Background: an optimization exercise with open tools, aiming at small area. Do not read the settings as production practice.
RTL that was checked went through simulation tests only; none was proved equivalent to the original.
The clock port is modelled as an ideal driver, which makes a skipped or thinned clock tree look cheaper than it is; a real chip needs a root buffer or a tree.
Power figures rest on the tool's default switching activity, not on a simulated workload.

==> run a: inputs <==
==> flow/design.v <==
module Filter(input CLK,
              input RST,
              input IN,
              output [7:0] OUT);
  reg x, y1;
  reg       ph;
  reg [5:0] cnt;
  wire [6:0] cnt_inc = {1'b0, cnt} + {6'd0, ~ph};
  wire       last_in = cnt_inc[6];    
  reg [5:0] acc;
  reg       dec;
  wire inc = y1 ? (~x & ~last_in) : (IN & ~ph);
  wire [5:0] acc_next = ph ? {5'd0, y1 & ~x} : acc + {5'd0, inc};
  always @(posedge CLK or negedge RST) begin
    if (!RST) begin
      x <= 1'b0;
      y1 <= 1'b0;
      ph <= 1'b0;
      cnt <= 6'd0;
      acc <= 6'd0;
      dec <= 1'b0;
    end else begin
      x <= IN;
      y1 <= x;
      ph <= last_in;
      cnt <= cnt_inc[5:0];
      acc <= acc_next;
      dec <= ph & acc[5];
    end
  end
  assign OUT = {7'd0, dec};
endmodule
==> flow/flow/run.sh <==
#!/bin/bash
# Standard ORFS layout with three changes:
#  - one shared tie cell for the constant outputs (no per-port tie duplication)
#  - port buffers use the smallest buffer cell
#  - clock tree without dummy loads
set -euo pipefail
CTS="-sink_clustering_enable -repair_clock_nets -dont_use_dummy_load -sink_clustering_size 30 -sink_clustering_max_diameter 200 -buf_list sky130_fd_sc_hd__clkbuf_4 -root_buf sky130_fd_sc_hd__clkbuf_4"
bash standard.sh SKIP_REPAIR_TIE_FANOUT=1 \
  "BUFFER_PORTS_ARGS=-buffer_cell sky130_fd_sc_hd__buf_1" \
  "CTS_ARGS=$CTS" finish > standard.log 2>&1
==> flow/standard.sh <==
#!/bin/bash
# synth_recipe.tcl (not shown) runs the flow's synth.tcl, then flattens the netlist and writes it again
# the make line also repeats each setting of config.mk as NAME=value (left out here)
make -C /OpenROAD-flow-scripts/flow DESIGN_CONFIG=/design/flow/config.mk WORK_HOME=/design/flow/orfs CLKGATE_MAP_FILE= SYNTH_SCRIPT=/design/flow/synth_recipe.tcl "${@:-finish}"
==> flow/config.mk <==
export PLATFORM = sky130hd
export DESIGN_NAME = Filter
export DESIGN_NICKNAME = Filter
export VERILOG_FILES = /design/flow/design.v
export SDC_FILE = /design/flow/constraint.sdc
export NUM_CORES = 4
export LEC_CHECK = 0
export CAP_MARGIN = 20
export CORE_MARGIN = 2
export CORE_UTILIZATION = 40
export SLEW_MARGIN = 20
==> flow/constraint.sdc <==
create_clock -name core_clock -period 20.0 [get_ports {CLK}]
set_input_delay 4.0000 -clock core_clock [delete_from_list [all_inputs] [get_ports {CLK}]]
set_output_delay 4.0000 -clock core_clock [all_outputs]
set_load 0.01 [all_outputs]
==> run b (differences from run a) <==
==> flow/design.v, changed modules only <==
module Filter(input CLK,
              input RST,
              input IN,
              output [7:0] OUT);
  reg x, y1;
  reg  [6:0] ph;
  wire first    = ~(ph[0] | ph[2] | ph[3] | ph[4]);
  wire last_in  = ~(ph[1] | ph[2] | ph[5] | ph[6]);
  wire out_edge = ph[0] & ~(ph[1] | ph[2] | ph[6]);
  wire ph_fb    = ph[3] ^ ph[6] ^ last_in;
  reg [4:0] acc;
  reg       flag;
  wire       inc = y1 ? (~x & ~last_in) : IN;
  wire [5:0] sum = {1'b0, acc} + {5'd0, inc};
  always @(posedge CLK or negedge RST) begin
    if (!RST) begin
      x <= 1'b0;
      y1 <= 1'b0;
      ph <= 7'b1000010;
      acc[0] <= 1'b0;
      flag <= 1'b0;
    end else begin
      x <= IN;
      y1 <= x;
      ph <= {ph[5:0], ph_fb};
      acc[0] <= out_edge ? (y1 & ~x) : sum[0];
      flag <= ~first & (flag | (sum[5] & ~out_edge));
    end
  end
  always @(posedge CLK) begin
    acc[4:1] <= first ? {3'd0, acc[0] & inc} : sum[4:1];
  end
  assign OUT = {7'd0, first & flag};
endmodule
==> flow/flow/run.sh (replaced) <==
#!/bin/bash
# Standard ORFS layout with these changes:
#  - one shared tie cell for the constant outputs (no per-port tie duplication)
#  - port buffers use the smallest buffer cell
#  - clock tree without dummy loads; after CTS one clock buffer drives all
#    registers, and logic cells get their smallest drive strength
#    (flow/post_cts.tcl)
set -euo pipefail
here=$(pwd)
CTS="-sink_clustering_enable -repair_clock_nets -dont_use_dummy_load -buf_list sky130_fd_sc_hd__clkbuf_4 -root_buf sky130_fd_sc_hd__clkbuf_4"
bash standard.sh SKIP_REPAIR_TIE_FANOUT=1 \
  "BUFFER_PORTS_ARGS=-buffer_cell sky130_fd_sc_hd__buf_1" \
  "CTS_ARGS=$CTS" "POST_CTS_TCL=$here/flow/post_cts.tcl" finish > standard.log 2>&1
==> flow/flow/post_cts.tcl (new file) <==
# Runs at the end of ORFS's CTS step (POST_CTS_TCL).

# 1. The design has few registers: drive them all from one clock buffer.
#    CTS built a root buffer feeding leaf buffers; the leaf buffers are
#    removed so the root drives every register, and the root is upsized when
#    the registers' clock-pin slew would be too high.
set block [ord::get_db_block]
set clk_net [$block findNet CLK]
set loads {}
foreach it [$clk_net getITerms] {
  if {[$it isInputSignal]} { lappend loads $it }
}
if {[llength $loads] == 1} {
  set root [[lindex $loads 0] getInst]
  if {[string match "*clkbuf*" [[$root getMaster] getName]]} {
    set out_net ""
    foreach it [$root getITerms] {
      if {[$it isOutputSignal]} { set out_net [$it getNet] }
    }
    set leaves {}
    foreach it [$out_net getITerms] {
      if {[$it isInputSignal] && [string match "*clkbuf*" [[[$it getInst] getMaster] getName]]} {
        lappend leaves [[$it getInst] getName]
      }
    }
    foreach l $leaves {
      puts "post_cts: removing leaf clock buffer $l"
      remove_buffers [get_cells $l]
    }
  }
}

proc max_clk_slew {} {
  set mx 0
  foreach inst [[ord::get_db_block] getInsts] {
    if {[string match "*__df*" [[$inst getMaster] getName]]} {
      set s [get_property [get_pins [$inst getName]/CLK] slew_max]
      if {$s > $mx} { set mx $s }
    }
  }
  return $mx
}
estimate_parasitics -placement
puts "post_cts: clock-pin slew [max_clk_slew]"
if {[info exists root] && [max_clk_slew] > 0.110} {
  foreach b {sky130_fd_sc_hd__clkbuf_8 sky130_fd_sc_hd__clkbuf_16} {
    replace_cell [$root getName] $b
    estimate_parasitics -placement
    puts "post_cts: root as $b, clock-pin slew [max_clk_slew]"
    if {[max_clk_slew] <= 0.110} { break }
  }
}

# 2. Give every logic cell the smallest drive strength of its function.
proc cell_area {name} {
  set m [[ord::get_db] findMaster $name]
  if {$m eq "NULL"} { return -1 }
  return [expr {[$m getWidth] * [$m getHeight]}]
}
set dont_use $::env(DONT_USE_CELLS)
foreach inst [$block getInsts] {
  set master [[$inst getMaster] getName]
  if {[$inst isFixed]} { continue }
  if {![regexp {^(sky130_fd_sc_hd__[a-z0-9]+)_([0-9]+)$} $master -> base drive]} { continue }
  if {[string match "*clkbuf*" $base] || [string match "*tap*" $base] || [string match "*conb*" $base]} { continue }
  set best $master
  set best_area [cell_area $master]
  foreach d {0 1 2 4} {
    set cand ${base}_$d
    if {$cand eq $master || [lsearch -exact $dont_use $cand] >= 0} { continue }
    set a [cell_area $cand]
    if {$a > 0 && $a < $best_area} { set best $cand; set best_area $a }
  }
  if {$best ne $master} {
    puts "post_cts: [$inst getName] $master -> $best"
    replace_cell [$inst getName] $best
  }
}

estimate_parasitics -placement
repair_design
repair_timing -setup -hold
detailed_placement
check_placement -verbose
puts "post_cts: final clock-pin slew [max_clk_slew]"
report_worst_slack -max
report_worst_slack -min
--- a/flow/config.mk
+++ b/flow/config.mk
@@ -7,5 +7,5 @@
 export LEC_CHECK = 0
 export CAP_MARGIN = 20
-export CORE_MARGIN = 2
-export CORE_UTILIZATION = 40
+export CORE_AREA = 4 4 64 64
+export DIE_AREA = 0 0 68 68
 export SLEW_MARGIN = 20
==> run c (differences from run a) <==
==> flow/design.v, changed modules only <==
module Filter(input CLK,
              input RST,
              input IN,
              output [7:0] OUT);
  reg x, y1;
  reg  [6:0] ph;
  wire first    = ~(ph[0] | ph[2] | ph[3] | ph[4]);
  wire last_in  = ~(ph[1] | ph[2] | ph[5] | ph[6]);
  wire out_edge = ph[0] & ~(ph[1] | ph[2] | ph[6]);
  wire ph_fb    = ph[3] ^ ph[6] ^ last_in;
  reg [4:0] acc;
  reg       flag;
  wire       inc = y1 ? (~x & ~last_in) : IN;
  wire [5:0] sum = {1'b0, acc} + {5'd0, inc};
  always @(posedge CLK or negedge RST) begin
    if (!RST) begin
      x <= 1'b0;
      y1 <= 1'b0;
      ph <= 7'b1000010;
      acc[0] <= 1'b0;
      flag <= 1'b0;
    end else begin
      x <= IN;
      y1 <= x;
      ph <= {ph[5:0], ph_fb};
      acc[0] <= out_edge ? (y1 & ~x) : sum[0];
      flag <= ~first & (flag | (sum[5] & ~out_edge));
    end
  end
  always @(posedge CLK) begin
    acc[4:1] <= first ? {3'd0, acc[0] & inc} : sum[4:1];
  end
  assign OUT = {7'd0, first & flag};
endmodule
==> flow/flow/run.sh (replaced) <==
#!/bin/bash
# Standard ORFS layout with these changes:
#  - one shared tie cell for the constant outputs (no per-port tie duplication)
#  - port buffers use the smallest buffer cell
#  - clock tree without dummy loads; after CTS the clock port drives the leaf
#    clock buffers directly, and logic cells get their smallest drive strength
#    (flow/post_cts.tcl)
set -euo pipefail
here=$(pwd)
CTS="-sink_clustering_enable -repair_clock_nets -dont_use_dummy_load -buf_list sky130_fd_sc_hd__clkbuf_4 -root_buf sky130_fd_sc_hd__clkbuf_4"
bash standard.sh SKIP_REPAIR_TIE_FANOUT=1 \
  "BUFFER_PORTS_ARGS=-buffer_cell sky130_fd_sc_hd__buf_1" \
  "CTS_ARGS=$CTS" "POST_CTS_TCL=$here/flow/post_cts.tcl" finish > standard.log 2>&1
==> flow/flow/post_cts.tcl (new file) <==
# Runs at the end of ORFS's CTS step (POST_CTS_TCL).

set block [ord::get_db_block]
set clk_net [$block findNet CLK]
set loads {}
foreach it [$clk_net getITerms] {
  if {[$it isInputSignal]} { lappend loads $it }
}
if {[llength $loads] == 1} {
  set root [[lindex $loads 0] getInst]
  set out_net ""
  foreach it [$root getITerms] {
    if {[$it isOutputSignal]} { set out_net [$it getNet] }
  }
  set sinks [llength [$out_net getITerms]]
  if {[string match "*clkbuf*" [[$root getMaster] getName]] && $sinks <= 5} {
    puts "post_cts: removing clock root buffer [$root getName]"
    remove_buffers [get_cells [$root getName]]
  }
}

# 2. Give every logic cell the smallest drive strength of its function.
proc cell_area {name} {
  set m [[ord::get_db] findMaster $name]
  if {$m eq "NULL"} { return -1 }
  return [expr {[$m getWidth] * [$m getHeight]}]
}
set dont_use $::env(DONT_USE_CELLS)
foreach inst [$block getInsts] {
  set master [[$inst getMaster] getName]
  if {[$inst isFixed]} { continue }
  if {![regexp {^(sky130_fd_sc_hd__[a-z0-9]+)_([0-9]+)$} $master -> base drive]} { continue }
  if {[string match "*clkbuf*" $base] || [string match "*tap*" $base] || [string match "*conb*" $base]} { continue }
  set best $master
  set best_area [cell_area $master]
  foreach d {0 1 2 4} {
    set cand ${base}_$d
    if {$cand eq $master || [lsearch -exact $dont_use $cand] >= 0} { continue }
    set a [cell_area $cand]
    if {$a > 0 && $a < $best_area} { set best $cand; set best_area $a }
  }
  if {$best ne $master} {
    puts "post_cts: [$inst getName] $master -> $best"
    replace_cell [$inst getName] $best
  }
}

estimate_parasitics -placement
repair_design
repair_timing -setup -hold
detailed_placement
check_placement -verbose
report_worst_slack -max
report_worst_slack -min
==> run notes <==
| item | run b | run a | run c |
|---|---|---|---|
| Run status | no timing/DRC/antenna violations | no timing/DRC/antenna violations | no timing/DRC/antenna violations |
| Instance count after placement with tap cells included | 90 | 72 | 60 |
| Clkbuf count | 1 | 3 | 2 |
| TAP cells | 46 | 17 | 16 |
| Area growth from synthesis to layout | 0.6161% | -0.7080% | -5.339% |
| CP Launch Point | ph[2]$_DFF_PN0_ | IN | ph[2]$_DFF_PN0_ |
| Wire length of the first global-routing pass | 1407 µm | 1649 µm | 1200 µm |
| Synthesized area divided by synthesized cell count | 12.69 µm² | 11.78 µm² | 12.69 µm² |
| Pin count of the biggest net entering global routing | 16 | 17 | 12 |
| DR pass1 iterations | 2 | 2 | 4 |
| Timing endpoint of the critical path | OUT[0] | acc[4]$_DFF_PN0_ | OUT[0] |
| Multiplexer share of the synthesized area | 0.01848 | 0 | 0.01848 |
| Fraction of area in multi-input gates | 0.2755 | 0.3405 | 0.2928 |
| Startpoint class of the critical path | flop | primary input | flop |
| Std-Cell Core Area | 3416 µm² | 1689 µm² | 1471 µm² |
| Non-clock inverter count | 1 | 2 | 1 |
| Time the final worst path needs with I/O delays and setup | 5638 ps | 4925 ps | 5670 ps |
| Required @ worst endpoint | 16000 ps | 20170 ps | 16000 ps |
| Relative contribution of sequential cells to total power | 0.632 | 0.591 | 0.637 |
| Max FFs per register | 7 | - | 7 |
| Reg-to-reg startpoint | ph[2]$_DFF_PN0_ | ph$_DFF_PN0_ | ph[2]$_DFF_PN0_ |
| Netlist area before placement | 609.3 µm² | 706.9 µm² | 609.3 µm² |
| Vias after detailed routing | 310 | 364 | 305 |
| WL met2 | 362 µm | 416 µm | 278 µm |
Function not checked in run a: the RTL went through the layout flow alone.

[re-timing with driven ports]
No port has a modelled driver above. Below, the same layouts with a new extraction and two added sets of constraints.
Step 1, drivers: a clkbuf_16 drives CLK and a buf_2 each remaining input, both assumed.
Step 2 also shifts input and output timing later by t, the mid clock arrival at the registers, as if the neighbouring blocks saw the same clock.
Three values: ideal, step 1, step 2; two values: the first two.
run	t, ns	setup slack, ns	latest minus earliest clock arrival (ns)
run a	0.295	15.075 / 15.071 / 14.776	0.006 / 0.005
run b	0.165	14.362 / 14.343 / 14.507	0.001 / 0.001
run c	0.163	14.330 / 14.305 / 14.468	0.008 / 0.008
After both steps setup and hold are still met in every run listed. For run a, which loses most, drivers alone change the setup slack by -0.004 ns; drivers and shift together by -0.299 ns.
